This design comes from an exercise in tuning for small area on the open sky130 flow, not from production work. The RTL was checked by simulation tests, not by an equivalence proof against the original design. Power is estimated from default activity; no workload was simulated.

<file path="design/flow/design.v">
module ras #(
	parameter DATA_WIDTH = 64,
	parameter DATA_DEPTH = 4
)(
	input  logic                  rst_ni,
	input  logic                  clk_i,
	input  logic                  bp_flush_i,
	input  logic                  ras_push_i,
	input  logic                  ras_pop_i,
	input  logic [DATA_WIDTH-1:0] ras_data_i,
	output logic                  ras_data_vld_o,
	output logic [DATA_WIDTH-1:0] ras_data_o
);
  logic [DATA_DEPTH-1:0] [DATA_WIDTH-1:0] data_d, data_q;
  logic [DATA_DEPTH-1:0] data_vld_d, data_vld_q;
  assign ras_data_vld_o = data_vld_q[0];
  assign ras_data_o     = data_q[0];
  logic sel_push, sel_pop, sel_hold, sel_in;
  assign sel_push = ras_push_i & ~ras_pop_i;    
  assign sel_pop  = ras_pop_i  & ~ras_push_i;   
  assign sel_hold = ~(sel_push | sel_pop);      
  assign sel_in   = ras_push_i;                 
  ras_sel3 #(.W(DATA_WIDTH)) u_sel_top (
    .sa(sel_in),  .a(ras_data_i),
    .sb(sel_pop), .b(data_q[1]),
    .sc(~ras_push_i & ~ras_pop_i), .c(data_q[0]),
    .y(data_d[0])
  );
  for (genvar i = 1; i < DATA_DEPTH-1; i++) begin : g_mid
    ras_sel3 #(.W(DATA_WIDTH)) u_sel (
      .sa(sel_push), .a(data_q[i-1]),
      .sb(sel_pop),  .b(data_q[i+1]),
      .sc(sel_hold), .c(data_q[i]),
      .y(data_d[i])
    );
  end
  ras_sel2 #(.W(DATA_WIDTH)) u_sel_bottom (
    .sa(sel_push), .sa_n(~sel_push), .a(data_q[DATA_DEPTH-2]),
    .b(data_q[DATA_DEPTH-1]),
    .y(data_d[DATA_DEPTH-1])
  );
  always_comb begin
    data_vld_d = data_vld_q;
    if (sel_push) begin
      data_vld_d = {data_vld_q[DATA_DEPTH-2:0], 1'b1};
    end else if (sel_pop) begin
      data_vld_d = {1'b0, data_vld_q[DATA_DEPTH-1:1]};
      data_vld_d[0] = data_vld_q[1] & data_vld_q[0];
    end else begin
      if (ras_push_i) data_vld_d[0] = 1'b1;
      data_vld_d[1] = data_vld_q[1] & data_vld_q[0];
    end
    if (bp_flush_i) data_vld_d[0] = 1'b0;
  end
  always_ff @(posedge clk_i or negedge rst_ni) begin
    if (~rst_ni) data_vld_q[0] <= 1'b0;
    else         data_vld_q[0] <= data_vld_d[0];
  end
  always_ff @(posedge clk_i) begin
    data_vld_q[DATA_DEPTH-1:1] <= data_vld_d[DATA_DEPTH-1:1];
  end
  always_ff @(posedge clk_i) begin
    data_q <= data_d;
  end
endmodule
module ras_sel3 #(
	parameter W = 64
)(
	input  logic         sa,
	input  logic [W-1:0] a,
	input  logic         sb,
	input  logic [W-1:0] b,
	input  logic         sc,
	input  logic [W-1:0] c,
	output logic [W-1:0] y
);
  assign y = ({W{sa}} & a) | ({W{sb}} & b) | ({W{sc}} & c);
endmodule
module ras_sel2 #(
	parameter W = 64
)(
	input  logic         sa,
	input  logic         sa_n,
	input  logic [W-1:0] a,
	input  logic [W-1:0] b,
	output logic [W-1:0] y
);
  assign y = ({W{sa_n}} | a) & ({W{sa}} | b);
endmodule
</file>
<file path="design/flow/flow/run.sh">
#!/bin/bash
# Standard ORFS layout, with the smallest buffer on the ports, the select
# nets' fanout trees rebuilt from small buffers before repair_design, and a
# clock tree of larger clusters and no dummy loads.
set -euo pipefail
bash standard.sh \
  BUFFER_PORTS_ARGS="-buffer_cell sky130_fd_sc_hd__buf_1" \
  PRE_RESIZE_TCL="$PWD/flow/pre_resize.tcl" \
  CTS_ARGS="-sink_clustering_enable -repair_clock_nets -sink_clustering_size 20 -sink_clustering_max_diameter 200 -buf_list sky130_fd_sc_hd__clkbuf_8 -dont_use_dummy_load" \
  finish > standard.log 2>&1
</file>
<file path="design/flow/flow/fanout.tcl">
# Replace the resizer's fanout trees on the high-fanout select nets by a few
# small buffers, each driving the loads of one region of the die.
proc my_rebuffer { max_loads buf_cell {min_loads -1} } {
  set ::my_rebuffered_drivers {}
  if {$min_loads < 0} { set min_loads $max_loads }
  set block [ord::get_db_block]
  # 1. take out every buffer that is not a port buffer
  set bufs {}
  foreach inst [$block getInsts] {
    set m [[$inst getMaster] getName]
    set n [$inst getName]
    if {[regexp {__(buf|clkbuf)_[0-9]+$} $m] && ![string match input* $n] && ![string match output* $n]} {
      lappend bufs $inst
    }
  }
  puts "rebuffer: removing [llength $bufs] buffers"
  foreach inst $bufs {
    set in_net ""; set out_net ""
    foreach it [$inst getITerms] {
      if {[$it isInputSignal]} { set in_net [$it getNet] }
      if {[$it isOutputSignal]} { set out_net [$it getNet] }
    }
    if {$in_net eq "" || $out_net eq "" || $in_net eq "NULL" || $out_net eq "NULL"} continue
    if {[llength [$out_net getBTerms]]} continue
    set moved {}
    foreach it [$out_net getITerms] {
      if {[$it getInst] ne $inst} { lappend moved $it }
    }
    foreach it $moved { $it disconnect; $it connect $in_net }
    odb::dbInst_destroy $inst
    odb::dbNet_destroy $out_net
  }
  # 2. split each high-fanout net's loads into groups by position
  set cnt 0
  foreach net [$block getNets] {
    set sig [$net getSigType]
    if {$sig eq "POWER" || $sig eq "GROUND" || $sig eq "CLOCK"} continue
    set loads {}
    foreach it [$net getITerms] {
      if {[$it isInputSignal]} {
        set inst [$it getInst]
        if {[string match *CLK* [[$it getMTerm] getName]]} { set loads {}; break }
        set loc [$inst getLocation]
        lappend loads [list [lindex $loc 0] [lindex $loc 1] "[$inst getName]/[[$it getMTerm] getName]"]
      }
    }
    set n [llength $loads]
    if {$n <= $min_loads} continue
    set k [expr {int(ceil(double($n) / $max_loads))}]
    # recursive bisection on the wider side
    set groups [list $loads]
    while {[llength $groups] < $k} {
      # split the largest group
      set gi 0; set gm 0
      for {set i 0} {$i < [llength $groups]} {incr i} { if {[llength [lindex $groups $i]] > $gm} { set gm [llength [lindex $groups $i]]; set gi $i } }
      set g [lindex $groups $gi]
      set xs [lsort -integer [lmap l $g {lindex $l 0}]]
      set ys [lsort -integer [lmap l $g {lindex $l 1}]]
      set ax [expr {[lindex $xs end] - [lindex $xs 0] >= [lindex $ys end] - [lindex $ys 0] ? 0 : 1}]
      set g [lsort -integer -index $ax $g]
      set h [expr {[llength $g] / 2}]
      set groups [lreplace $groups $gi $gi [lrange $g 0 [expr {$h-1}]] [lrange $g $h end]]
    }
    foreach g $groups {
      set sx 0; set sy 0
      foreach l $g { set sx [expr {$sx + [lindex $l 0]}]; set sy [expr {$sy + [lindex $l 1]}] }
      set cx [expr {double($sx) / [llength $g] / 1000.0}]
      set cy [expr {double($sy) / [llength $g] / 1000.0}]
      set pins [lmap l $g {get_pins [lindex $l 2]}]
      insert_buffer -buffer_cell $buf_cell -net [get_nets [$net getName]] -load_pins $pins -location [list $cx $cy]
      incr cnt
    }
    puts "rebuffer: net [$net getName] $n loads in $k groups"
    foreach it [$net getITerms] { if {[$it isOutputSignal]} { lappend ::my_rebuffered_drivers [$it getInst] } }
  }
  puts "rebuffer: inserted $cnt buffers"
}

# Size every logic cell the resizer made larger back to its smallest size;
# repair_design afterwards upsizes again whatever then drives too much.
proc my_downsize {} {
  set db [ord::get_db]
  set cnt 0
  foreach inst $::my_rebuffered_drivers {
    set m [[$inst getMaster] getName]
    if {![regexp {^(sky130_fd_sc_hd__[a-z0-9]+)_([0-9]+)$} $m -> base size]} continue
    if {$size <= 1 || [string match *df* $base] || [string match *clk* $base] || [string match *dly* $base]} continue
    set small ""
    foreach s {1 0} { if {[$db findMaster ${base}_$s] ne "NULL"} { set small ${base}_$s; break } }
    if {$small eq ""} continue
    replace_cell [get_cells [$inst getName]] $small
    incr cnt
  }
  puts "downsize: $cnt cells"
}
</file>
<file path="design/flow/flow/pre_resize.tcl">
# Before repair_design: rebuild the select nets' fanout trees from small
# buffers.
source [file join [file dirname [info script]] fanout.tcl]
my_rebuffer 100 sky130_fd_sc_hd__buf_4 24
</file>
<file path="design/flow/standard.sh">
#!/bin/bash
# synth_recipe.tcl (not shown) runs the flow's synth.tcl, then flattens the netlist and writes it again
# the make line also repeats each setting of config.mk as NAME=value (left out here)
make -C /OpenROAD-flow-scripts/flow DESIGN_CONFIG=/design/flow/config.mk WORK_HOME=/design/flow/orfs CLKGATE_MAP_FILE= SYNTH_SCRIPT=/design/flow/synth_recipe.tcl "${@:-finish}"
</file>
<file path="design/flow/config.mk">
export PLATFORM = sky130hd
export DESIGN_NAME = ras
export DESIGN_NICKNAME = ras
export VERILOG_FILES = /design/flow/design.v
export SDC_FILE = /design/flow/constraint.sdc
export NUM_CORES = 4
export LEC_CHECK = 0
export CAP_MARGIN = 20
export CORE_MARGIN = 2
export CORE_UTILIZATION = 55
export SLEW_MARGIN = 20
export SYNTH_HIERARCHICAL = 1
export SYNTH_MINIMUM_KEEP_SIZE = 0
</file>
<file path="design/flow/constraint.sdc">
create_clock -name core_clock -period 4.0 [get_ports {clk_i}]
set_input_delay 0.8000 -clock core_clock [delete_from_list [all_inputs] [get_ports {clk_i}]]
set_output_delay 0.8000 -clock core_clock [all_outputs]
set_load 0.01 [all_outputs]
</file>
==> results of run 1 <==
## kinds of logic (layout without fill, tap and decap cells)
family / count (synthesis) / in the layout
AOI/OAI and AO/OA: 261 / 261
adders and majority gates: 3 / 3
muxes: 1 / 1
buffers and inverters: 338 / 355
DFF: 260 / 260
and+or+nand+nor: 2 / 2
## flip-flops by register name, indices dropped and copies added (netlist names)
register,cells
data_q,256
data_vld_q,4
## final timing paths
| path | startpoint | endpoint | slack (ns) | depth (start not counted) |
|---|---|---|---|---|
| min | rst_ni | data_vld_q[0] | 0.04 | 1 |
| max | ras_push_i | data_vld_q[1] | 0.95 | 7 |
| min reg2reg | data_q[213] | data_q[149] | 0.48 | 2 |
| max reg2reg | data_q[102] | data_q[166] | 3.09 | 2 |
| min in group core_clock | bp_flush_i | data_vld_q[0] | 0.47 | 2 |
| max in group asynchronous | rst_ni | data_vld_q[0] | 3.85 | 1 |
## power by group through the flow
| stage | logic [W] | clock network, W | registers, W |
|---|---|---|---|
| after global placement | 0.000795 | 0 | 0.00350 |
| after global routing | 0.000934 | 0.00124 | 0.00355 |
| after floorplan | 0.000799 | 0 | 0.00342 |
| final | 0.000824 | 0.00109 | 0.00348 |
| after CTS | 0.000832 | 0.00115 | 0.00347 |
| after detailed placement | 0.000829 | 0 | 0.00353 |
## through the flow
stage                     hold slack [ns]  utilization [%]
after CTS                         0.00984             55.8
after detailed placement            0.464             54.5
final                              0.0360             55.8
after floorplan                     0.437                -
after global routing              0.00403             55.8
after global placement              0.445             54.9
## cell usage after synthesis
cell type and number:
mux2_2 1, o22a_1 64, a21o_1 1, a222oi_1 192, buf_4 71, a32o_2 1
edfxtp_1 2, nor2_1 1, inv_1 196, dfrtp_1 1, a21oi_2 1, and2_2 1
buf_2 21, o21ai_1 2, ha_1 3, dfxtp_1 257, inv_2 1, buf_6 49
## placed cells by master (no fill, tap or decap)
cell type and n:
dfxtp_1 257, inv_1 195, a222oi_1 192, buf_1 132, o22a_1 64, clkbuf_8 16, buf_4 9, o21ai_1 2
ha_4 2, edfxtp_1 2, inv_2 1, a32o_2 1, inv_4 1, and2_2 1, nor2_1 1, a21o_1 1
a21oi_2 1, mux2_2 1, ha_2 1, dfrtp_1 1, clkbuf_2 1
## worst reg2reg max path, cell delays in order (launching register included)
cell and delay, ns:
dfxtp_1 0.34, a222oi_1 0.39, inv_1 0.07
## final cells by class
type / instances / area, sq um / area share (%)
well taps: 225 / 282 / 2.92
flip-flops and latches: 260 / 5230 / 54.2
multi-input cells: 267 / 2610 / 27.0
clock buffers: 16 / 220 / 2.28
inverters: 197 / 742 / 7.69
repair buffers: 142 / 568 / 5.89
## layer usage
layer	global-route usage, %	routed length, microns
met5	0	0
met1	28.3	8950
met3	3.48	1450
met2	32.8	9140
met4	5.56	413
==> metrics.csv, run 1 <==
stage;metric;value;unit
synthesis;Synth area leaders;dfxtp_1, a222oi_1, inv_1;
critical_path;Setup CP Type;input port to register;
synthesis;Yosys warning total;7;
grt;vias in the first global route;6261;
critical_path;Worst setup EP type;register;
timing;Final setup viols;0;
critical_path;Critical Path Slowest Stage Cell;buf_4;
power_and_ir_drop;Pwr Density;560;nW/um^2
synthesis;mux contribution to synthesized area;0.116;%
power_and_ir_drop;clock share of power;20.3;%
die;I/O Pins;134;
timing;final hold viol count;0;
route;DR WL/cell;18.0;microns
clock_network;htree depth;1;
die;die area;18800;sq um
power_and_ir_drop;Int Power;0.00388;W
timing;RSZ-0062 raised after global routing;no;
clock_network;total CTS buffers;16;
critical_path;Crit Path Max Fanout;97;
cells_and_area;nets;956;
placement;Detailed Place HPWL;11.3;mm
die;Die Y;137;microns
cells_and_area;Final Cell Area;9650;sq um
critical_path;Crit path top cell by count;buf_4;
worst_hold_path;Min-Delay Path Class;input port to async pin;
clock_network;setup bufs post-CTS;0;
critical_path;WP data required;4.42;ns
critical_path;cell family with most CP delay;buffers and inverters;
critical_path;Bufs and invs on worst path;5;
critical_path;Worst path max stage delay;0.75;ns
route;vias per cell;6.27;
timing;Slew Limit Fails;0;
synthesis;xor and xnor area share after synthesis;0;%
synthesis;register area share after synthesis;53.7;%
die;FP Rows;48;
synthesis;synth unique cells;18;
die;total core area;17300;sq um
clock_network;CTS root buf;clkbuf_8;
clock_network;post-cts sizing count;0;
synthesis;syn_nets;937;
critical_path;CP cell instances;clkbuf_2, buf_4, ha_4, buf_4, inv_2, buf_4, a32o_2;
grt;largest net degree at the start of global routing;99;
clock_network;CTS tree;done;
timing;final worst path period share;76.3;%
die;effective utilization at floorplan;56.3;%
synthesis;share of Yosys cell area claimed by the top area cell type;52.8;%
grt;total global-route track usage;20.4;%
clock_network;# hold bufs at CTS;0;
timing;Tightest Pin Transition;1.01;ns
power_and_ir_drop;Worst VDD drop;352;uV
grt;initial antenna violation count;0;
synthesis;Mapped Area;9740;sq um
route;via count;6941;
synthesis;Synth Area in Simple Gates;0.116;%
power_and_ir_drop;Tot Pwr;0.00540;W
die;Die W;137;microns
clock_network;Clock Sinks;260;
power_and_ir_drop;sequential power share;64.5;%
cells_and_area;Final Non-Filler Cells;1107;
clock_network;clock slew at reported path FFs;0.12;ns
critical_path;Startpoint Class;input port;
cells_and_area;Layout area overhead;-0.925;%
power_and_ir_drop;net switching share of the total power;28.1;%
timing;max_slew headroom;32.4;%
critical_path;Crit path arrival time;3.47;ns
timing;Setup Skew;0.0208;ns
timing;Fmax achieved;0.328;GHz
cells_and_area;# fillers;1513;
synthesis;FF+latch count, synth;260;
timing;setup total negative slack;0;ns
outcome;outcome;complete, no violations;
power_and_ir_drop;Comb power frac;15.2;%
clock_network;Bufs on Longest Clock Path;3;
run;MaxCap Viol Count;0;
timing;Final min period;3.05;ns
synthesis;largest family of logic cells by synthesized area;compound AO/OA/AOI/OAI gates;
route;DR pass1 iterations;11;
synthesis;compound-gate portion of the synthesized area;25.9;%
power_and_ir_drop;Sw Pwr;0.00152;W
power_and_ir_drop;P_leak;4.53;nW
cells_and_area;share of cells above drive strength 1;3.97;%
synthesis;largest area contributor in the netlist;dfxtp_1;
grt;first-pass GRT wire length;31.5;mm
placement;IO buf count;133;
synthesis;adder-cell share of the synthesized area;0.385;%
placement;worst slack, placed;0.405;ns
route;Antenna Nets Post-Route;0;
grt;grt total ovfl;0;
route;Initial DRC Count;1174;
placement;Inst Count DP;1091;
placement;area post-placement;9430;sq um
timing;Setup WS post-layout;0.947;ns
placement;GPL Wtd Cong;0.709;
synthesis;Post-Syn Instances;865;
route;DRT Wirelength;20.0;mm
clock_network;Skew-Pair Late Insertion Delay;0.51;ns
cells_and_area;ANT cells;0;
synthesis;syn_area_per_cell;11.3;sq um
route;DR DRC count;0;
==> run 2: changes to the inputs <==
==> design/flow/flow/pre_resize.tcl (replaced) <==
# Before repair_design: rebuild the select nets' fanout trees from small
# buffers and shrink their drivers back.
source [file join [file dirname [info script]] fanout.tcl]
my_rebuffer 100 sky130_fd_sc_hd__buf_4 24
my_downsize
==> run 2 against run 1 <==
Final cell count did not move; power down 0.19%; fmax fell by 5.7%; largest power group unchanged; highest routed layer unchanged.
==> metrics.csv, run 2 <==
stage;metric;value;unit
die;FP Rows;48;
power_and_ir_drop;P_leak;4.53;nW
cells_and_area;nets;956;
placement;GPL Wtd Cong;0.709;
route;WL met3;1.55;mm
cells_and_area;biggest regs;data_q (256), data_vld_q (4);
synthesis;syn_nets;937;
synthesis;register area share after synthesis;53.7;%
route;DRT Wirelength;20.0;mm
synthesis;most frequent cells after synthesis;dfxtp_1, inv_1, a222oi_1, buf_4, o22a_1;
route;WL met2;9.33;mm
die;effective utilization at floorplan;56.3;%
synthesis;syn_area_per_cell;11.3;sq um
cells_and_area;commonest non-fill, non-tap cell in the layout;dfxtp_1;
synthesis;Async SR Flop Fraction;0.385;%
synthesis;Synth area leaders;dfxtp_1, a222oi_1, inv_1;
timing;final hold viol count;0;
clock_network;clock slew at reported path FFs;0.12;ns
critical_path;Crit path top cell by count;buf_4;
grt;vias in the first global route;6310;
synthesis;Yosys warning total;7;
outcome;outcome;complete, no violations;
critical_path;worst reg2reg setup slack;3.09;ns
route;DR DRC count;0;
cells_and_area;Layout area overhead;-1.23;%
synthesis;FF+latch count, synth;260;
route;Initial DRC Count;1165;
timing;Setup Skew;0.0147;ns
critical_path;Critical Path Slowest Stage Cell;buf_4;
synthesis;Post-synth EDFFs;2;
route;via count;6890;
grt;largest net degree at the start of global routing;99;
timing;Final min period;3.24;ns
run;MaxCap Viol Count;0;
clock_network;Skew-Pair Late Insertion Delay;0.50;ns
cells_and_area;commonest cells after routing, fill and taps aside;dfxtp_1, inv_1, a222oi_1, buf_1, o22a_1;
grt;grt total ovfl;0;
cells_and_area;Final Cell Area;9620;sq um
clock_network;Clock Sinks;260;
clock_network;# hold bufs at CTS;0;
critical_path;CP cell instances;clkbuf_2, buf_4, ha_1, buf_4, inv_1, buf_4, a32o_2;
grt;first-pass GRT wire length;32.1;mm
synthesis;largest area contributor in the netlist;dfxtp_1;
cells_and_area;share of cells above drive strength 1;3.40;%
die;total core area;17300;sq um
power_and_ir_drop;Pwr Density;560;nW/um^2
critical_path;Startpoint Class;input port;
cells_and_area;Most flops, register;data_q;
critical_path;CP Launch Point;ras_push_i;
route;DR pass1 iterations;13;
die;I/O Pins;134;
critical_path;r2r worst-path depth;2;
timing;final worst path period share;81.0;%
critical_path;WP data required;4.41;ns
critical_path;Setup CP Type;input port to register;
die;Die Y;137;microns
route;wl on met1;8.83;mm
clock_network;CTS root buf;clkbuf_8;
worst_hold_path;Min-Delay Path Class;input port to async pin;
clock_network;total CTS buffers;16;
grt;total global-route track usage;20.7;%
cells_and_area;ANT cells;0;
synthesis;Post-Syn Instances;865;
route;DR WL/cell;18.1;microns
placement;area post-placement;9400;sq um
clock_network;setup bufs post-CTS;0;
timing;Final setup viols;0;
synthesis;share of Yosys cell area claimed by the top area cell type;52.8;%
timing;RSZ-0062 raised after global routing;no;
clock_network;Bufs on Longest Clock Path;3;
timing;max_slew headroom;33.5;%
clock_network;CTS tree;done;
critical_path;Worst path max stage delay;0.76;ns
timing;Setup WS post-layout;0.762;ns
timing;Fmax achieved;0.309;GHz
die;die area;18800;sq um
critical_path;Crit Path Max Fanout;97;
synthesis;Most used DFF post-synth;dfxtp_1;
synthesis;synth unique cells;18;
clock_network;htree depth;1;
critical_path;Worst setup EP type;register;
critical_path;worst r2r src;data_q[58];
grt;initial antenna violation count;0;
route;Antenna Nets Post-Route;0;
critical_path;Crit path arrival time;3.65;ns
timing;Tightest Pin Transition;0.997;ns
route;vias per cell;6.22;
timing;Slew Limit Fails;0;
placement;Detailed Place HPWL;11.3;mm
clock_network;post-cts sizing count;0;
route;Top Metal Used;met4;
power_and_ir_drop;Worst VDD drop;295;uV
die;Die W;137;microns
synthesis;count leader, synth;dfxtp_1;
placement;IO buf count;133;
synthesis;Mapped Area;9740;sq um
timing;setup total negative slack;0;ns
cells_and_area;Largest register FFs;256;
timing;hold slack;0.0391;ns
placement;worst slack, placed;0.220;ns
critical_path;R2R Path End;data_q[122];
## run 2: cell counts after synthesis
Identical to the previous run, type by type.
## run 2: layer usage
| metal | global-route usage, % | up-vias |
|---|---|---|
| met5 | 0 | - |
| met4 | 4.75 | 0 |
| met3 | 3.48 | 23 |
| met2 | 33.5 | 258 |
| met1 | 29.1 | 3375 |
| li1 | - | 3234 |
## run 2: report_power, final
| part | total [W] | leakage, nW | switching, W | internal (W) |
|---|---|---|---|---|
| combinational | 0.000821 | 2.22 | 0.000412 | 0.000408 |
| sequential | 0.00348 | 2.19 | 0.000375 | 0.00311 |
| clock | 0.00109 | 0.115 | 0.000722 | 0.000366 |
| total | 0.00539 | 4.53 | 0.00151 | 0.00388 |
## run 2: cells by family (layout without fill, tap and decap cells)
family	count (synthesis)	after routing	share of synthesized area, %
AO/OA/AOI/OAI	261	261	25.9
flip-flops	260	260	53.7
buffers and inverters	338	355	19.8
adder cells (fa/ha/maj)	3	3	0.385
AND/OR/NAND/NOR	2	2	0.116
multiplexers	1	1	0.116
## run 2: layout make-up
type,count,area [sq um]
fillers,1525,7680
flip-flops and latches,260,5230
multi-input cells,267,2580
inverters,197,739
repair buffers,142,568
well taps,225,282
clock buffers,16,220
## run 2: critical path: cells and delay by family
family / cells / cell delay, ns
compound gates: 1 / 0.37
buf+inv: 5 / 2.11
fa+ha+maj: 1 / 0.34
## run 2: metrics by stage
stage	cells	util, %	power, W
floorplan	865	-	0.00422
global placement	1094	54.9	0.00429
detailed placement	1091	54.3	0.00436
CTS	1107	55.6	0.00545
global route	1107	55.6	0.00572
finish	1107	55.6	0.00539
## run 2: worst max path at each step
stage                     cells after the start  slack [ns]       endpoint
after floorplan                               7        2.08    data_q[100]
after global placement                        7        1.17    data_q[145]
after detailed placement                      7        0.22  data_vld_q[1]
after CTS                                     7        0.77  data_vld_q[1]
after global routing                          8        0.58  data_vld_q[0]
final                                         7        0.76  data_vld_q[1]
==> run 3: changes to the inputs <==
--- a/design/flow/design.v
+++ b/design/flow/design.v
@@ -14,4 +14,2 @@
   logic [DATA_DEPTH-1:0] [DATA_WIDTH-1:0] data_d, data_q;
-  logic [DATA_DEPTH-1:0] data_vld_d, data_vld_q;
-  assign ras_data_vld_o = data_vld_q[0];
   assign ras_data_o     = data_q[0];
@@ -41,21 +39,18 @@
   );
-  always_comb begin
-    data_vld_d = data_vld_q;
-    if (sel_push) begin
-      data_vld_d = {data_vld_q[DATA_DEPTH-2:0], 1'b1};
-    end else if (sel_pop) begin
-      data_vld_d = {1'b0, data_vld_q[DATA_DEPTH-1:1]};
-      data_vld_d[0] = data_vld_q[1] & data_vld_q[0];
-    end else begin
-      if (ras_push_i) data_vld_d[0] = 1'b1;
-      data_vld_d[1] = data_vld_q[1] & data_vld_q[0];
-    end
-    if (bp_flush_i) data_vld_d[0] = 1'b0;
-  end
+  logic       vld_q;
+  logic [1:0] below_q;
+  assign ras_data_vld_o = vld_q;
   always_ff @(posedge clk_i or negedge rst_ni) begin
-    if (~rst_ni) data_vld_q[0] <= 1'b0;
-    else         data_vld_q[0] <= data_vld_d[0];
+    if (~rst_ni)                 vld_q <= 1'b0;
+    else if (bp_flush_i)         vld_q <= 1'b0;
+    else if (ras_push_i)         vld_q <= 1'b1;
+    else if (ras_pop_i)          vld_q <= vld_q & (below_q != 2'd0);
   end
   always_ff @(posedge clk_i) begin
-    data_vld_q[DATA_DEPTH-1:1] <= data_vld_d[DATA_DEPTH-1:1];
+    if (ras_push_i && !vld_q)
+      below_q <= 2'd0;
+    else if (sel_push && below_q != 2'd3)
+      below_q <= below_q + 2'd1;
+    else if (sel_pop)
+      below_q <= below_q - 2'd1;
   end
--- a/design/flow/config.mk
+++ b/design/flow/config.mk
@@ -9,3 +9,3 @@
 export CORE_MARGIN = 2
-export CORE_UTILIZATION = 55
+export CORE_UTILIZATION = 48
 export SLEW_MARGIN = 20
==> run 3 against run 2 <==
Die area rose by 14%; area after synthesis is 0.19% lower; global-route usage down 3.7 points; largest power group unchanged; highest routed layer unchanged.
==> metrics.csv, run 3 <==
stage;metric;value;unit
synthesis;syn_nets;939;
grt;initial antenna violation count;0;
critical_path;Startpoint Class;input port;
clock_network;setup bufs post-CTS;0;
timing;Fmax achieved;0.300;GHz
cells_and_area;ANT cells;0;
cells_and_area;area of the multi-input gates;2610;sq um
power_and_ir_drop;Pwr Density;558;nW/um^2
synthesis;Most used DFF post-synth;dfxtp_1;
timing;setup total negative slack;0;ns
critical_path;WP data required;4.39;ns
synthesis;register area share after synthesis;53.4;%
cells_and_area;commonest cells after routing, fill and taps aside;dfxtp_1, inv_1, a222oi_1, buf_1, o22a_1;
power_and_ir_drop;P_leak;4.52;nW
synthesis;Synth area leaders;dfxtp_1, a222oi_1, inv_1;
outcome;outcome;complete, no violations;
route;DR pass1 iterations;14;
placement;worst slack, placed;0.0790;ns
critical_path;Worst path max stage delay;0.79;ns
die;FP Rows;52;
synthesis;xor and xnor area share after synthesis;0;%
critical_path;Critical Path Slowest Stage Cell;buf_4;
placement;Detailed Place HPWL;10.8;mm
critical_path;Crit path arrival time;3.73;ns
route;Antenna Nets Post-Route;0;
synthesis;largest family of logic cells by synthesized area;compound AO/OA/AOI/OAI gates;
synthesis;Mapped Area;9720;sq um
die;Die W;146;microns
route;DRT Wirelength;19.5;mm
synthesis;count leader, synth;dfxtp_1;
cells_and_area;commonest non-fill, non-tap cell in the layout;dfxtp_1;
clock_network;Skew-Pair Late Insertion Delay;0.51;ns
timing;RSZ-0062 raised after global routing;no;
timing;Final setup viols;0;
timing;Setup WS post-layout;0.667;ns
synthesis;most frequent cells after synthesis;dfxtp_1, inv_1, a222oi_1, buf_4, o22a_1;
clock_network;CTS tree;done;
power_and_ir_drop;Worst VDD drop;231;uV
grt;total global-route track usage;17.1;%
cells_and_area;Seq. cell area;5190;sq um
grt;grt total ovfl;0;
cells_and_area;biggest regs;data_q (256), below_q (2), vld_q (1);
critical_path;Worst setup EP type;register;
critical_path;worst reg2reg setup slack;3.09;ns
cells_and_area;nets;958;
timing;Final min period;3.33;ns
synthesis;Post-Syn Instances;867;
critical_path;Crit path top cell by count;buf_4;
synthesis;Synth Area in Simple Gates;0.502;%
grt;vias in the first global route;6102;
route;vias per cell;5.88;
cells_and_area;share of cells above drive strength 1;3.05;%
die;Die Y;146;microns
clock_network;# hold bufs at CTS;0;
timing;hold slack;0.0433;ns
clock_network;clock slew at reported path FFs;0.11;ns
clock_network;total CTS buffers;16;
die;die area;21400;sq um
cells_and_area;# fillers;1900;
die;I/O Pins;134;
placement;GPL Wtd Cong;0.682;
route;via count;6788;
clock_network;htree depth;1;
synthesis;synth unique cells;19;
clock_network;post-cts sizing count;0;
critical_path;Crit Path Max Fanout;99;
synthesis;Yosys warning total;7;
clock_network;Bufs on Longest Clock Path;3;
route;Initial DRC Count;1131;
synthesis;Post-synth EDFFs;0;
timing;Tightest Pin Transition;1.01;ns
critical_path;CP cell instances;clkbuf_2, buf_4, ha_1, buf_4, inv_1, buf_4, a21boi_1, nor3_2;
cells_and_area;Layout area overhead;-0.656;%
die;total core area;20000;sq um
route;DR WL/cell;16.9;microns
synthesis;compound-gate portion of the synthesized area;25.9;%
timing;Slew Limit Fails;0;
synthesis;share of Yosys cell area claimed by the top area cell type;53.1;%
clock_network;Clock Sinks;259;
synthesis;Async SR Flop Fraction;0.386;%
cells_and_area;Largest register FFs;256;
timing;Setup Skew;0.0279;ns
die;effective utilization at floorplan;48.5;%
grt;largest net degree at the start of global routing;100;
synthesis;FF+latch count, synth;259;
synthesis;adder-cell share of the synthesized area;0.386;%
run;MaxCap Viol Count;0;
grt;first-pass GRT wire length;31.3;mm
placement;IO buf count;133;
worst_hold_path;Min-Delay Path Class;input port to async pin;
clock_network;CTS root buf;clkbuf_8;
synthesis;mux contribution to synthesized area;0;%
cells_and_area;Most flops, register;data_q;
route;DR DRC count;0;
timing;final hold viol count;0;
timing;max_slew headroom;32.8;%
synthesis;syn_area_per_cell;11.2;sq um
timing;final worst path period share;83.3;%
synthesis;largest area contributor in the netlist;dfxtp_1;
critical_path;Setup CP Type;input port to register;
-- run 3: metrics by stage --
stage / util [%] / cells / power [W] / cell area (sq um)
finish: 48.2 / 1154 / 0.00539 / 9660
global route: 48.2 / 1154 / 0.00571 / 9660
CTS: 48.2 / 1154 / 0.00545 / 9660
detailed placement: 47.1 / 1138 / 0.00434 / 9440
global placement: 47.5 / 1137 / 0.00432 / 9520
floorplan: - / 867 / 0.00421 / 9720
-- run 3: logic make-up (layout without fill, tap and decap cells) --
group	Yosys count	in the layout
buffers and inverters	337	354
adder cells (fa/ha/maj)	3	3
flip-flops	259	259
AND/OR/NAND/NOR	7	7
AO/OA/AOI/OAI	261	261
-- run 3: final timing paths --
check	startpoint	end	cells after the start
worst max-delay path	ras_push_i	below_q[1]	8
worst min-delay path	rst_ni	vld_q	1
worst max register to register	below_q[0]	below_q[1]	3
worst min register to register	data_q[207]	data_q[143]	2
max in group asynchronous	rst_ni	vld_q	1
min in group core_clock	bp_flush_i	vld_q	2
-- run 3: routing by layer --
metal | vias up | GRT usage (%) | share of wire (%)
li1 | 3243 | - | -
met1 | 3334 | 24.0 | 47
met2 | 189 | 28.1 | 47
met3 | 22 | 2.34 | 5.2
met4 | 0 | 3.93 | 1.3
met5 | - | 0 | 0
-- run 3: final cells by class --
class | count | area share [%]
Sequential cell | 259 | 53.7
Clock buffer | 16 | 2.28
Inverter | 196 | 7.62
Timing Repair Buffer | 142 | 5.88
Multi-Input combinational cell | 271 | 27.0
Tap cell | 270 | 3.50
-- run 3: power breakdown --
part           internal, W  total [W]  switching (W)
logic             0.000412   0.000810       0.000398
registers          0.00309    0.00347       0.000376
clock network     0.000366    0.00111       0.000742
-- run 3: critical path, delay by kind of cell --
| kind | cells | cell delay, ns |
|---|---|---|
| AND/OR/NAND/NOR | 1 | 0.07 |
| buffers and inverters | 5 | 2.17 |
| AO/OA/AOI/OAI | 1 | 0.25 |
| adder cells (fa/ha/maj) | 1 | 0.39 |
==> run 4: changes to the inputs <==
--- a/design/flow/config.mk
+++ b/design/flow/config.mk
@@ -9,3 +9,3 @@
 export CORE_MARGIN = 2
-export CORE_UTILIZATION = 48
+export CORE_UTILIZATION = 62
 export SLEW_MARGIN = 20
==> run 4 against run 3 <==
Still clean; core utilization rose by 15 points; fmax shrank 0.43%; sequential power about the same; combinational power is 2% higher; wire length is 1.2% lower; final cell count down 5.1%; critical path depth is 1 lower; setup slack lost 0.014 ns; worst hold slack gained 0.012 ns; flip-flop and latch count did not move; critical path type unchanged; largest power group unchanged.
==> metrics.csv, run 4 <==
stage;metric;value;unit
outcome;outcome;complete, no violations;
route;DR pass1 iterations;12;
grt;initial antenna violation count;0;
critical_path;Worst setup EP type;register;
timing;Setup Skew;0.0130;ns
synthesis;register area share after synthesis;53.4;%
die;die area;16700;sq um
placement;Detailed Place HPWL;11.2;mm
route;DR DRC count;0;
timing;final worst path period share;83.7;%
clock_network;Clock Sinks;259;
clock_network;setup bufs post-CTS;0;
synthesis;synth unique cells;19;
synthesis;FF+latch count, synth;259;
cells_and_area;biggest regs;data_q (256), below_q (2), vld_q (1);
cells_and_area;Most flops, register;data_q;
cells_and_area;commonest non-fill, non-tap cell in the layout;dfxtp_1;
power_and_ir_drop;Int Power;0.00387;W
cells_and_area;nets;958;
clock_network;post-cts sizing count;0;
grt;first-pass GRT wire length;30.6;mm
route;DRT Wirelength;19.2;mm
critical_path;Critical Path Slowest Stage Cell;buf_4;
power_and_ir_drop;clock share of power;20.0;%
route;Initial DRC Count;1226;
synthesis;Async SR Flop Fraction;0.386;%
timing;Tightest Pin Transition;0.972;ns
synthesis;most frequent cells after synthesis;dfxtp_1, inv_1, a222oi_1, buf_4, o22a_1;
power_and_ir_drop;Worst VDD drop;360;uV
power_and_ir_drop;P_leak;4.52;nW
grt;vias in the first global route;6154;
timing;Final setup viols;0;
clock_network;htree depth;1;
critical_path;Crit Path Max Fanout;98;
die;effective utilization at floorplan;63.7;%
critical_path;Worst path max stage delay;0.77;ns
route;via count;6955;
synthesis;syn_area_per_cell;11.2;sq um
die;Die W;129;microns
die;Die Y;129;microns
placement;GPL Wtd Cong;0.744;
critical_path;Crit path arrival time;3.73;ns
die;I/O Pins;134;
route;DR WL/cell;17.6;microns
cells_and_area;commonest cells after routing, fill and taps aside;dfxtp_1, inv_1, a222oi_1, buf_1, o22a_1;
cells_and_area;Layout area overhead;-1.40;%
clock_network;CTS root buf;clkbuf_8;
synthesis;largest area contributor in the netlist;dfxtp_1;
clock_network;clock slew at reported path FFs;0.11;ns
synthesis;Mapped Area;9720;sq um
critical_path;WP data required;4.38;ns
synthesis;share of Yosys cell area claimed by the top area cell type;53.1;%
clock_network;Skew-Pair Late Insertion Delay;0.50;ns
power_and_ir_drop;Pwr Density;561;nW/um^2
cells_and_area;ANT cells;0;
run;MaxCap Viol Count;0;
synthesis;Post-Syn Instances;867;
synthesis;Post-synth EDFFs;0;
die;total core area;15300;sq um
grt;total global-route track usage;22.1;%
cells_and_area;Largest register FFs;256;
critical_path;Setup CP Type;input port to register;
die;FP Rows;45;
placement;worst slack, placed;0.192;ns
placement;IO buf count;133;
timing;Slew Limit Fails;0;
route;Antenna Nets Post-Route;0;
timing;RSZ-0062 raised after global routing;no;
route;vias per cell;6.35;
synthesis;count leader, synth;dfxtp_1;
clock_network;Bufs on Longest Clock Path;3;
synthesis;Synth area leaders;dfxtp_1, a222oi_1, inv_1;
synthesis;Most used DFF post-synth;dfxtp_1;
timing;setup total negative slack;0;ns
timing;Fmax achieved;0.299;GHz
synthesis;Yosys warning total;7;
critical_path;CP cell instances;clkbuf_2, buf_4, ha_1, buf_4, inv_1, buf_4, o22a_1;
power_and_ir_drop;Sw Pwr;0.00150;W
clock_network;CTS tree;done;
grt;grt total ovfl;0;
power_and_ir_drop;sequential power share;64.6;%
timing;final hold viol count;0;
worst_hold_path;Min-Delay Path Class;input port to async pin;
synthesis;syn_nets;939;
clock_network;# hold bufs at CTS;0;
grt;largest net degree at the start of global routing;100;
timing;Setup WS post-layout;0.653;ns
critical_path;Crit path top cell by count;buf_4;
power_and_ir_drop;net switching share of the total power;28.0;%
clock_network;total CTS buffers;16;
timing;max_slew headroom;35.2;%
critical_path;Startpoint Class;input port;
timing;Final min period;3.35;ns
cells_and_area;share of cells above drive strength 1;3.17;%
power_and_ir_drop;Comb power frac;15.3;%
run 4: cell counts after synthesis:
No cell type changed its count.
run 4: through the flow:
stage	utilization [%]	hold WS, ns	cell area [sq um]	instances	total power (W)
floorplan	-	0.437	9720	867	0.00421
global placement	61.9	0.446	9450	1082	0.00428
detailed placement	61.4	0.456	9360	1079	0.00436
CTS	62.8	0.0332	9580	1095	0.00542
global route	62.8	0.0318	9580	1095	0.00569
finish	62.8	0.0549	9580	1095	0.00538
run 4: power groups by stage:
| stage | sequential (W) | combinational (W) | clock (W) |
|---|---|---|---|
| global placement | 0.00348 | 0.000795 | 0 |
| floorplan | 0.00341 | 0.000805 | 0 |
| CTS | 0.00347 | 0.000833 | 0.00113 |
| finish | 0.00348 | 0.000825 | 0.00108 |
| detailed placement | 0.00353 | 0.000830 | 0 |
| global route | 0.00354 | 0.000932 | 0.00122 |
run 4: worst max-delay path, delay by kind of cell:
family,cells,cell delay (ns)
buffers and inverters,5,2.17
AO/OA/AOI/OAI,1,0.33
adder cells (fa/ha/maj),1,0.37
run 4: logic make-up (layout without fill, tap and decap cells):
group                      Yosys count  after routing  share of synthesized area, %
buffers and inverters              337            354                          19.8
DFF                                259            259                          53.4
and+or+nand+nor                      7              7                         0.502
adders and majority gates            3              3                         0.386
AOI/OAI and AO/OA                  261            261                          25.9
run 4: layout make-up:
cell class	instances	area, sq um
tap	211	264
multi-input combinational	271	2610
fill	1323	5670
inverter	196	737
sequential	259	5190
timing repair buffer	142	568
clock buffer	16	220
run 4: path summary, 6_finish.rpt:
path | startpoint | endpoint | slack (ns) | depth (start not counted)
worst min-delay path | rst_ni | vld_q | 0.05 | 1
worst min register to register | data_q[254] | data_q[254] | 0.48 | 1
min in group core_clock | bp_flush_i | vld_q | 0.45 | 2
worst max-delay path | ras_push_i | data_q[221] | 0.65 | 7
worst max register to register | below_q[0] | below_q[1] | 3.09 | 3
max in group asynchronous | rst_ni | vld_q | 3.84 | 1
run 4: routing by layer:
metal | up-vias | routed length [microns] | track usage, %
li1 | 3240 | - | -
met1 | 3398 | 8290 | 30.4
met2 | 283 | 9000 | 35.8
met3 | 34 | 1440 | 3.80
met4 | 0 | 507 | 6.97
met5 | - | 0 | 0
==> run 5: changes to the inputs <==
--- a/design/flow/config.mk
+++ b/design/flow/config.mk
@@ -9,3 +9,3 @@
 export CORE_MARGIN = 2
-export CORE_UTILIZATION = 62
+export CORE_UTILIZATION = 55
 export SLEW_MARGIN = 20
==> run 5 against run 4 <==
Die area rose by 12%; synthesized cell count unchanged; register-to-register slack got worse by 0.03 ns; final cell count is 1.4% higher; clock power about the same; fmax is 1.4% higher; combinational power about the same; worst hold slack gained 0.38 ns; setup slack better by 0.047 ns; critical path depth grew 1; largest power group unchanged.
==> metrics.csv, run 5 <==
stage;metric;value;unit
timing;Fmax achieved;0.303;GHz
cells_and_area;Final Non-Filler Cells;1110;
synthesis;syn_nets;939;
route;via count;6888;
synthesis;largest area contributor in the netlist;dfxtp_1;
critical_path;Worst path max stage delay;0.77;ns
cells_and_area;ANT cells;0;
synthesis;Async SR Flop Fraction;0.386;%
critical_path;CP Launch Point;ras_push_i;
cells_and_area;Largest register FFs;256;
timing;Tightest Pin Transition;1.00;ns
critical_path;WP data required;4.40;ns
synthesis;count leader, synth;dfxtp_1;
run;MaxCap Viol Count;0;
synthesis;Most used DFF post-synth;dfxtp_1;
worst_hold_path;Min-Delay Path Class;input port to register;
cells_and_area;Seq. cell area;5190;sq um
critical_path;worst reg2reg setup slack;3.06;ns
clock_network;clock slew at reported path FFs;0.11;ns
timing;Final setup viols;0;
synthesis;Post-Syn Instances;867;
outcome;outcome;complete, no violations;
cells_and_area;share of cells above drive strength 1;3.16;%
die;total core area;17300;sq um
synthesis;most frequent cells after synthesis;dfxtp_1, inv_1, a222oi_1, buf_4, o22a_1;
synthesis;register area share after synthesis;53.4;%
route;vias per cell;6.21;
synthesis;synth unique cells;19;
die;I/O Pins;134;
timing;Setup WS post-layout;0.699;ns
synthesis;FF+latch count, synth;259;
critical_path;Crit path top cell by count;buf_4;
timing;Slew Limit Fails;0;
synthesis;syn_area_per_cell;11.2;sq um
cells_and_area;nets;959;
die;Die Y;137;microns
clock_network;CTS root buf;clkbuf_8;
cells_and_area;commonest non-fill, non-tap cell in the layout;dfxtp_1;
die;Die W;137;microns
critical_path;Worst setup EP type;register;
cells_and_area;# fillers;1538;
clock_network;total CTS buffers;16;
timing;max_slew headroom;33.0;%
grt;vias in the first global route;6206;
power_and_ir_drop;Worst VDD drop;348;uV
grt;first-pass GRT wire length;31.1;mm
clock_network;post-cts sizing count;0;
die;effective utilization at floorplan;56.2;%
route;DRT Wirelength;19.6;mm
clock_network;Clock Sinks;259;
cells_and_area;biggest regs;data_q (256), below_q (2), vld_q (1);
critical_path;CP cell instances;clkbuf_2, buf_4, ha_1, buf_4, inv_1, buf_4, a21boi_1, nor3_2;
grt;initial antenna violation count;0;
synthesis;Mapped Area;9720;sq um
critical_path;Critical Path Slowest Stage Cell;buf_4;
synthesis;share of Yosys cell area claimed by the top area cell type;53.1;%
timing;Final min period;3.30;ns
placement;Inst Count DP;1093;
synthesis;Post-synth EDFFs;0;
critical_path;worst r2r src;below_q[0];
synthesis;Synth area leaders;dfxtp_1, a222oi_1, inv_1;
power_and_ir_drop;P_leak;4.52;nW
clock_network;setup bufs post-CTS;0;
grt;grt total ovfl;0;
cells_and_area;Most flops, register;data_q;
clock_network;Skew-Pair Late Insertion Delay;0.50;ns
cells_and_area;area of the multi-input gates;2610;sq um
grt;largest net degree at the start of global routing;100;
critical_path;Crit path arrival time;3.70;ns
timing;setup total negative slack;0;ns
grt;total global-route track usage;20.1;%
timing;RSZ-0062 raised after global routing;no;
cells_and_area;Final Util;55.6;%
placement;Detailed Place HPWL;11.4;mm
placement;worst slack, placed;0.175;ns
clock_network;CTS tree;done;
timing;final hold viol count;0;
critical_path;Startpoint Class;input port;
clock_network;htree depth;1;
placement;IO buf count;133;
critical_path;CP Capture Point;below_q[1];
route;DR WL/cell;17.7;microns
route;DR DRC count;0;
power_and_ir_drop;Pwr Density;561;nW/um^2
placement;GPL Wtd Cong;0.738;
die;FP Rows;48;
synthesis;Yosys warning total;7;
route;Antenna Nets Post-Route;0;
critical_path;R2R Path End;below_q[1];
route;Initial DRC Count;1194;
critical_path;Crit Path Max Fanout;98;
die;die area;18800;sq um
critical_path;r2r worst-path depth;3;
clock_network;Bufs on Longest Clock Path;3;
power_and_ir_drop;Tot Pwr;0.00539;W
cells_and_area;Layout area overhead;-1.12;%
timing;Setup Skew;0.0191;ns
clock_network;# hold bufs at CTS;0;
timing;final worst path period share;82.5;%
critical_path;Setup CP Type;input port to register;
cells_and_area;commonest cells after routing, fill and taps aside;dfxtp_1, inv_1, a222oi_1, buf_1, o22a_1;
route;DR pass1 iterations;11;
## run 5: cell counts after synthesis
Identical to the previous run, type by type.
## run 5: per-layer routing
metal | track usage (%) | part of all wire [%] | wire [microns]
met5 | 0 | 0 | 0
met4 | 5.73 | 1.6 | 312
met3 | 3.19 | 7.8 | 1530
met2 | 32.4 | 47 | 9180
met1 | 27.9 | 44 | 8590
## run 5: worst min-delay path by stage
| stage | from | cells past startpoint | slack [ns] | to |
|---|---|---|---|---|
| after global routing | bp_flush_i | 2 | 0.44 | vld_q |
| final | bp_flush_i | 2 | 0.43 | vld_q |
| after CTS | rst_ni | 1 | 0.002 | vld_q |
| after floorplan | data_q[254] | 2 | 0.44 | data_q[190] |
| after global placement | data_q[254] | 1 | 0.45 | data_q[254] |
| after detailed placement | data_q[224] | 2 | 0.47 | data_q[160] |
## run 5: area by class of cell
type / instances / area share, %
Timing Repair Buffer: 143 / 6.01
Clock buffer: 16 / 2.29
Sequential cell: 259 / 54.0
Inverter: 196 / 7.67
Multi-Input combinational cell: 271 / 27.1
Tap cell: 225 / 2.93
## run 5: report_power, final
part / internal (W) / leakage (nW) / switching (W)
Sequential: 0.00309 / 2.18 / 0.000383
Clock: 0.000366 / 0.115 / 0.000729
Combinational: 0.000413 / 2.23 / 0.000410
Total: 0.00387 / 4.52 / 0.00152
## run 5: kinds of logic (layout without fill, tap and decap cells)
logic type / count (synthesis) / after routing / synth area share (%)
AND/OR/NAND/NOR: 7 / 7 / 0.502
adder cells (fa/ha/maj): 3 / 3 / 0.386
flip-flops: 259 / 259 / 53.4
AO/OA/AOI/OAI: 261 / 261 / 25.9
buffers and inverters: 337 / 355 / 19.8
## run 5: critical path: cells and delay by family
kind	cells	cell delay, ns
AO/OA/AOI/OAI	1	0.27
buffers and inverters	5	2.15
AND/OR/NAND/NOR	1	0.07
adder cells (fa/ha/maj)	1	0.37
## run 5: stage by stage
step	area, sq um	hold slack [ns]
2_1_floorplan	9720	0.437
3_3_place_gp	9470	0.449
3_5_place_dp	9380	0.465
4_1_cts	9600	0.00196
5_1_grt	9610	0.443
6_report	9610	0.431

-- afterwards: timing with drivers on the ports --
In the flow no input, the clock included, has a driving cell. The finished layouts below were timed again as built, in two steps. Step 1 (the two cells are an assumption about what drives the block):
set clk [get_ports {clk_i}]
set_driving_cell -lib_cell sky130_fd_sc_hd__clkbuf_16 $clk
set_driving_cell -lib_cell sky130_fd_sc_hd__buf_2 [delete_from_list [all_inputs] $clk]
Step 2 adds t to the input delays and takes it off the output delays; t is the mean of the earliest and latest rising clock arrival at the registers after step 1. Input paths then give back, and output paths get back, about the clock's delay inside the block. Slacks: ideal ports / drivers / drivers and shift; pairs: ideal ports / drivers.
| run | t (ns) | setup WS [ns] | worst hold slack (ns) | worst register clock-pin slew, ns | pins driven straight from the clock port |
|---|---|---|---|---|---|
| run 1 | 0.538 | 0.947 / 0.958 / 0.420 | 0.036 / 0.021 / 0.482 | 0.12 / 0.12 | 1 |
| run 2 | 0.535 | 0.762 / 0.776 / 0.241 | 0.039 / 0.023 / 0.490 | 0.12 / 0.12 | 1 |
| run 3 | 0.536 | 0.667 / 0.682 / 0.146 | 0.043 / 0.037 / 0.489 | 0.12 / 0.12 | 1 |
| run 4 | 0.530 | 0.653 / 0.659 / 0.130 | 0.055 / 0.042 / 0.481 | 0.12 / 0.12 | 1 |
| run 5 | 0.530 | 0.699 / 0.713 / 0.182 | 0.431 / 0.415 / 0.489 | 0.12 / 0.12 | 1 |
After both steps setup and hold are still met in every run listed. For run 1, which loses most, drivers alone change the setup slack by +0.011 ns; drivers and shift together by -0.527 ns.
